Context: an optimization exercise on an open-source flow, tuned for small area. The choices shown serve that exercise and are no tape-out recipe.
At most, simulation tests tie the RTL to the original design; equivalence was not proved.

==> job 2889 <==
==> flow/design.v <==
module ina_chan (
    input  wire        clk,
    input  wire        rst_n,
    input  wire        samp,     
    input  wire        first,    
    input  wire        c32,      
    input  wire        c5,       
    input  wire        k14,      
    input  wire        sda,
    input  wire        upd,
    output reg  [11:0] bcd,      
    output reg         inr       
);
    reg [11:0] acc;
    reg [1:0]  cs;
    wire [1:0] c0 = first ? 2'b10 : cs;
    wire lim = c0[0] ? c5 : c32;
    wire [1:0] cs_n = (~c0[1] | (sda == lim)) ? c0 :
                      (c0[0] ? {1'b0, sda} : ((k14 & ~sda) ? 2'b11 : {1'b0, ~sda}));
    function [3:0] dbl;    
        input [3:0] d;
        dbl = {d[3] | d[2] & (d[1] | d[0]),
               d[3] & d[0] | d[2] & ~d[1] & ~d[0],
               ~d[3] & ~d[2] & d[1] | d[2] & d[1] & d[0] | d[3] & ~d[0],
               ~d[3] & ~d[2] & d[0] | d[2] & d[1] & ~d[0] | d[3] & ~d[0]};
    endfunction
    wire [11:0] a0 = first ? 12'd0 : acc;
    wire [3:0] dh = dbl(a0[11:8]), dt = dbl(a0[7:4]), du = dbl(a0[3:0]);
    wire [11:0] acc_n = {dh[2:0], dt[3], dt[2:0], du[3], du[2:0], sda};
    always @(posedge clk or negedge rst_n) begin
        if (!rst_n) begin
            acc <= 12'd0; cs <= 2'b00; bcd <= 12'd0; inr <= 1'b0;
        end else begin
            if (samp) begin acc <= acc_n; cs <= cs_n; end
            if (upd) begin bcd <= acc; inr <= ~cs[1] & cs[0]; end
        end
    end
endmodule
module lcd_controller_x3 (
    input clk,
    input reset,
    input [11:0] val1,
    input [11:0] val2,
    input [11:0] val3,
    output rs,
    output rw,
    output enable,
    output [7:0] data
);
    reg [4:0] e;
    reg [4:0] p;
    reg [3:0] dlo;       
    wire setup = (e == 5'd10);
    wire [4:0] pn = (&p) ? 5'd8 : p + 5'd1;
    wire [11:0] vsel = pn[4] ? (pn[3] ? val3 : val2) : val1;
    reg [3:0] lo_n;
    always @(*) begin
        if (pn[4:3] == 2'd0) begin
            case (pn[2:0])
                3'd5: lo_n = 4'hC;
                3'd6: lo_n = 4'h1;
                3'd7: lo_n = 4'h6;
                default: lo_n = 4'h8;
            endcase
        end else begin
            case (pn[2:0])
                3'd0: lo_n = 4'h3;
                3'd1: lo_n = {2'b00, pn[4:3]};
                3'd2: lo_n = 4'hA;
                3'd3: lo_n = vsel[11:8];
                3'd4: lo_n = vsel[7:4];
                3'd5: lo_n = 4'hE;
                3'd6: lo_n = vsel[3:0];
                default: lo_n = 4'h0;
            endcase
        end
    end
    reg [3:0] hi;
    always @(*) begin
        if (p[4:3] == 2'd0) hi = (p == 5'd0 || p[2:0] >= 3'd5) ? 4'h0 : 4'h3;
        else case (p[2:0])
            3'd0: hi = 4'h5;
            3'd5: hi = 4'h2;
            3'd7: hi = (p[4:3] == 2'd1) ? 4'h2 : (p[4:3] == 2'd2) ? 4'hC : 4'h8;
            default: hi = 4'h3;
        endcase
    end
    always @(posedge clk or negedge reset) begin
        if (!reset) begin
            e <= 5'd0; p <= 5'd0; dlo <= 4'd0;
        end else begin
            e <= (e == 5'd30) ? 5'd1 : e + 5'd1;
            if (setup) begin p <= pn; dlo <= lo_n; end
        end
    end
    assign data = {hi, dlo};
    assign rs = (p[4:3] != 2'd0) & ~((p[2:0] == 3'd7) & p[4]);
    assign rw = 1'b0;
    assign enable = e[4] & (e[3] | e[2] & (e[1] | e[0]));    
endmodule
module top_module_x3 (
    input wire clk,
    input wire rst_n,
    output reg buzzer,
    input  wire sda1_i, output wire sda1_o, output wire sda1_oe, output wire scl1,
    input  wire sda2_i, output wire sda2_o, output wire sda2_oe, output wire scl2,
    input  wire sda3_i, output wire sda3_o, output wire sda3_oe, output wire scl3,
    output wire lcd_rs,
    output wire lcd_rw,
    output wire lcd_en,
    output wire [7:0] lcd_d,
    output reg relay1,
    output reg relay2,
    output reg relay3
);
    reg [1:0] q;
    wire tick = q[1] & q[0];
    reg [5:0] ss;
    reg [3:0] bidx;
    reg [3:0] ucnt;      
    wire inbyte = ~(ss[5] & (ss[4] | ss[3] | ss[2]));
    wire [3:0] slot = ss[5:2];
    wire [1:0] sub  = ss[1:0];
    wire b_last  = (bidx == 4'd3) | (bidx == 4'd5) | bidx[3];
    wire b_read  = (bidx == 4'd7) | bidx[3];
    wire b4      = (bidx == 4'd4);
    wire upd     = tick & b4 & (ss == 6'd39);    
    always @(posedge clk or negedge rst_n) begin
        if (!rst_n) begin
            q <= 2'd0;
            ss <= 6'd40; bidx <= 4'd0; ucnt <= 4'd0;
        end else begin
            q <= {q[0] ^ q[1], ~q[0] | q[1]};
            if (tick) begin
                if (ss == 6'd35) begin
                    if (b_last) begin
                        ss <= 6'd37;
                        bidx <= bidx[3] ? 4'd4 : bidx + 4'd1;
                    end else begin
                        bidx <= bidx + 4'd1;
                        ss <= (bidx[2] & bidx[1]) ? 6'd0 : 6'd3;
                    end
                end else ss <= ss + 6'd1;
                if (ss == 6'd39 && b4 && !ucnt[3]) ucnt <= ucnt + 4'd1;
            end
        end
    end
    wire g_scl_lo = (ss == 6'd37) | (ss == 6'd63);
    wire g_o_lo   = g_scl_lo | (ss == 6'd38) | (ss == 6'd62);
    wire scl_c = inbyte ? (sub[1] ^ sub[0]) : ~g_scl_lo;
    wire is_addr = (bidx == 4'd0) | b4 | (bidx == 4'd6);
    wire oe_c  = inbyte ? (slot[3] ? b_read : ~b_read & ~(slot == 4'd0 & ~is_addr))
                        : ~(ss == 6'd40 && bidx == 4'd0);
    wire [2:0] bitn = ~slot[2:0];             
    reg cbit;                                  
    always @(*) begin
        case (bidx)
            4'd1: cbit = (bitn == 3'd0) | (bitn == 3'd2);      
            4'd2: cbit = (bitn == 3'd4);                       
            4'd5: cbit = (bitn == 3'd2);                       
            4'd6: cbit = (bitn == 3'd7) | (bitn == 3'd0);      
            4'd8: cbit = 1'b1;                                 
            4'd0, 4'd4: cbit = (bitn == 3'd7);                 
            default: cbit = 1'b0;                              
        endcase
    end
    wire o1 = inbyte ? cbit : ~g_o_lo;
    wire o2 = inbyte ? (cbit | (is_addr & bitn == 3'd1 & ~slot[3])) : ~g_o_lo;
    wire o3 = inbyte ? (cbit | (is_addr & bitn == 3'd3 & ~slot[3])) : ~g_o_lo;
    assign scl1 = scl_c; assign scl2 = scl_c; assign scl3 = scl_c;
    assign sda1_oe = oe_c; assign sda2_oe = oe_c; assign sda3_oe = oe_c;
    assign sda1_o = o1; assign sda2_o = o2; assign sda3_o = o3;
    wire samp  = tick & inbyte & b_read & ~slot[3] & ~sub[1] & sub[0];
    wire first = (bidx == 4'd7) & (slot[2:0] == 3'd0);
    wire msb = ~bidx[3];
    wire c32 = msb & (bitn == 3'd6 | bitn == 3'd5 | bitn == 3'd4 | bitn == 3'd3 | bitn == 3'd2 | bitn == 3'd0);
    wire c5  = msb ? (bitn == 3'd0) : (bitn == 3'd7 | bitn == 3'd6 | bitn == 3'd5 | bitn == 3'd4 | bitn == 3'd2);
    wire k14 = msb & (bitn == 3'd6);
    wire [11:0] v1, v2, v3;
    wire c1, c2, c3;
    ina_chan U_C1 (.clk(clk), .rst_n(rst_n), .samp(samp), .first(first), .c32(c32), .c5(c5), .k14(k14), .sda(sda1_i), .upd(upd), .bcd(v1), .inr(c1));
    ina_chan U_C2 (.clk(clk), .rst_n(rst_n), .samp(samp), .first(first), .c32(c32), .c5(c5), .k14(k14), .sda(sda2_i), .upd(upd), .bcd(v2), .inr(c2));
    ina_chan U_C3 (.clk(clk), .rst_n(rst_n), .samp(samp), .first(first), .c32(c32), .c5(c5), .k14(k14), .sda(sda3_i), .upd(upd), .bcd(v3), .inr(c3));
    wire u7 = (ucnt == 4'd7);
    wire prot = ucnt[3] | u7 | ((ucnt == 4'd6) & ~(b4 & ss[5] & (ss[4] ^ ss[3])));    
    wire rel_pt = q[1] & ~q[0] & (bidx == 4'd6) & (u7 ? (ss == 6'd62) : (ss == 6'd46));
    reg a1, a2, a3;
    always @(posedge clk or negedge rst_n) begin
        if (!rst_n) begin
            relay1 <= 1'b1; relay2 <= 1'b1; relay3 <= 1'b1;
            buzzer <= 1'b1;
            a1 <= 1'b0; a2 <= 1'b0; a3 <= 1'b0;
        end else begin
            if (prot & (c1 | c2 | c3)) buzzer <= 1'b0;
            if (upd) begin a1 <= prot & c1; a2 <= prot & c2; a3 <= prot & c3; end
            if (rel_pt & a1 & c1) relay1 <= 1'b0;
            if (rel_pt & a2 & c2) relay2 <= 1'b0;
            if (rel_pt & a3 & c3) relay3 <= 1'b0;
        end
    end
    lcd_controller_x3 U_LCD (
        .clk(clk), .reset(rst_n),
        .val1(v1), .val2(v2), .val3(v3),
        .rs(lcd_rs), .rw(lcd_rw), .enable(lcd_en), .data(lcd_d)
    );
endmodule
==> flow/run.sh <==
#!/bin/bash
# synth_recipe.tcl (not shown) runs the flow's synth.tcl, then flattens the netlist and writes it again
# the make line also repeats each setting of config.mk as NAME=value (left out here)
make -C /OpenROAD-flow-scripts/flow DESIGN_CONFIG=/design/flow/config.mk WORK_HOME=/design/flow/orfs CLKGATE_MAP_FILE= SYNTH_SCRIPT=/design/flow/synth_recipe.tcl finish
==> flow/config.mk <==
export PLATFORM = sky130hd
export DESIGN_NAME = top_module_x3
export DESIGN_NICKNAME = top_module_x3
export VERILOG_FILES = /design/flow/design.v
export SDC_FILE = /design/flow/constraint.sdc
export NUM_CORES = 4
export LEC_CHECK = 0
export ABC_CLOCK_PERIOD_IN_PS = 20000
export CAP_MARGIN = 20
export CORE_MARGIN = 2
export CORE_UTILIZATION = 75
export CTS_BUF_LIST = sky130_fd_sc_hd__clkbuf_4
export SLEW_MARGIN = 20
==> flow/constraint.sdc <==
create_clock -name core_clock -period 20.0 [get_ports {clk}]
set_input_delay 4.0000 -clock core_clock [delete_from_list [all_inputs] [get_ports {clk}]]
set_output_delay 4.0000 -clock core_clock [all_outputs]
set_load 0.01 [all_outputs]
==> job 9644: changes against job 2889 <==
ABC_CLOCK_PERIOD_IN_PS = not set   (was 20000)
CORE_UTILIZATION = 40   (was 75)
CTS_BUF_LIST = not set   (was sky130_fd_sc_hd__clkbuf_4)
==> job 471: changes against job 2889 <==
--- a/flow/design.v
+++ b/flow/design.v
@@ -117,31 +117,33 @@
     wire tick = q[1] & q[0];
     reg [5:0] ss;
     reg [3:0] bidx;
-    reg [3:0] ucnt;      
+    reg [2:0] ucnt;      
     wire inbyte = ~(ss[5] & (ss[4] | ss[3] | ss[2]));
     wire [3:0] slot = ss[5:2];
     wire [1:0] sub  = ss[1:0];
     wire b_last  = (bidx == 4'd3) | (bidx == 4'd5) | bidx[3];
     wire b_read  = (bidx == 4'd7) | bidx[3];
     wire b4      = (bidx == 4'd4);
-    wire upd     = tick & b4 & (ss == 6'd39);    
+    wire nxt     = tick & (ss == 6'd39);
+    wire upd     = nxt & bidx[3];    
     always @(posedge clk or negedge rst_n) begin
         if (!rst_n) begin
             q <= 2'd0;
-            ss <= 6'd40; bidx <= 4'd0; ucnt <= 4'd0;
+            ss <= 6'd40; bidx <= 4'd0; ucnt <= 3'd0;
         end else begin
             q <= {q[0] ^ q[1], ~q[0] | q[1]};
             if (tick) begin
                 if (ss == 6'd35) begin
-                    if (b_last) begin
-                        ss <= 6'd37;
-                        bidx <= bidx[3] ? 4'd4 : bidx + 4'd1;
-                    end else begin
+                    if (b_last) ss <= 6'd37;
+                    else begin
                         bidx <= bidx + 4'd1;
                         ss <= (bidx[2] & bidx[1]) ? 6'd0 : 6'd3;
                     end
                 end else ss <= ss + 6'd1;
-                if (ss == 6'd39 && b4 && !ucnt[3]) ucnt <= ucnt + 4'd1;
+                if (ss == 6'd39) begin
+                    bidx <= bidx[3] ? 4'd4 : bidx + 4'd1;
+                    if (bidx[3] && !(&ucnt)) ucnt <= ucnt + 3'd1;
+                end
             end
         end
     end
@@ -181,9 +183,9 @@
     ina_chan U_C1 (.clk(clk), .rst_n(rst_n), .samp(samp), .first(first), .c32(c32), .c5(c5), .k14(k14), .sda(sda1_i), .upd(upd), .bcd(v1), .inr(c1));
     ina_chan U_C2 (.clk(clk), .rst_n(rst_n), .samp(samp), .first(first), .c32(c32), .c5(c5), .k14(k14), .sda(sda2_i), .upd(upd), .bcd(v2), .inr(c2));
     ina_chan U_C3 (.clk(clk), .rst_n(rst_n), .samp(samp), .first(first), .c32(c32), .c5(c5), .k14(k14), .sda(sda3_i), .upd(upd), .bcd(v3), .inr(c3));
-    wire u7 = (ucnt == 4'd7);
-    wire prot = ucnt[3] | u7 | ((ucnt == 4'd6) & ~(b4 & ss[5] & (ss[4] ^ ss[3])));    
-    wire rel_pt = q[1] & ~q[0] & (bidx == 4'd6) & (u7 ? (ss == 6'd62) : (ss == 6'd46));
+    wire u6 = (ucnt == 3'd6);
+    wire prot = (&ucnt) | u6 | ((ucnt == 3'd5) & ~(b4 & ss[5] & (ss[4] ^ ss[3])));    
+    wire rel_pt = q[1] & ~q[0] & (bidx == 4'd6) & (u6 ? (ss == 6'd62) : (ss == 6'd46));
     reg a1, a2, a3;
     always @(posedge clk or negedge rst_n) begin
         if (!rst_n) begin
ABC_CLOCK_PERIOD_IN_PS = not set   (was 20000)
CORE_UTILIZATION = 60   (was 75)
CTS_BUF_LIST = sky130_fd_sc_hd__clkbuf_8   (was sky130_fd_sc_hd__clkbuf_4)
==> summary of the runs <==
The lowest routed wire length belongs to job 471, the highest to job 9644.
Between job 2889 and job 9644, the lower final cell count is in job 2889 (gap about 11%, measured against job 9644).
Clock skew, highest first: job 2889, job 9644, job 471.
Sequential cell count is the same in job 2889 and job 9644.
Utilization, highest first: job 2889, job 471, job 9644.
==> figures <==
	job 471	job 2889	job 9644
Outcome	no timing/DRC/antenna violations	no timing/DRC/antenna violations	no timing/DRC/antenna violations
Last element of the critical path	sda3_o	sda2_o	sda2_o
Final-layout worst hold slack	0.423 ns	0.429 ns	0.422 ns
Signal buffers share of area	0.0411	0.0441	0.0417
DP Wirelength	10300 µm	10300 µm	10700 µm
Clock buffer count in the final layout	19	17	18
Routed met2 length	7160 µm	7440 µm	7560 µm
Detail Route met3 WL	706 µm	1310 µm	752 µm
Synth Cell Area	6650 µm²	6590 µm²	6590 µm²
Beginning of the worst register-to-register path	q[0]	U_LCD.p[0]	U_LCD.p[0]
Total number of vias	5467	5901	5662
Starting density of the core	0.613	0.763	0.412
Function not checked in job 2889 and job 9644: the RTL went through the layout flow alone.

[separate check: timing with driven ports]
The results above use ideal ports. As a check the final layouts listed here were re-extracted and re-timed, cells and wires unchanged.
Step 1 assumes that a clkbuf_16 drives the clock port and a buf_2 every other input.
Step 2 adds t to the input delays and takes it off the output delays; t is the mean of the earliest and latest rising clock arrival at the registers after step 1. Input paths then give back, and output paths get back, about the clock's delay inside the block.
a / b / c = no drivers / after step 1 / after step 2; a / b = the first two.
run | t, ns | setup WS [ns] | worst setup path after step 2 | slew at the worst register clock pin (ns) | cell pins on the clock port's net
job 2889 | 0.575 | 12.847 / 12.811 / 13.385 | register to output | 0.12 / 0.12 | 1
job 9644 | 0.450 | 12.947 / 12.902 / 13.352 | register to output | 0.06 / 0.06 | 1
job 471 | 0.483 | 13.087 / 13.049 / 13.532 | register to output | 0.08 / 0.08 | 1
After both steps setup and hold are still met in every run listed.
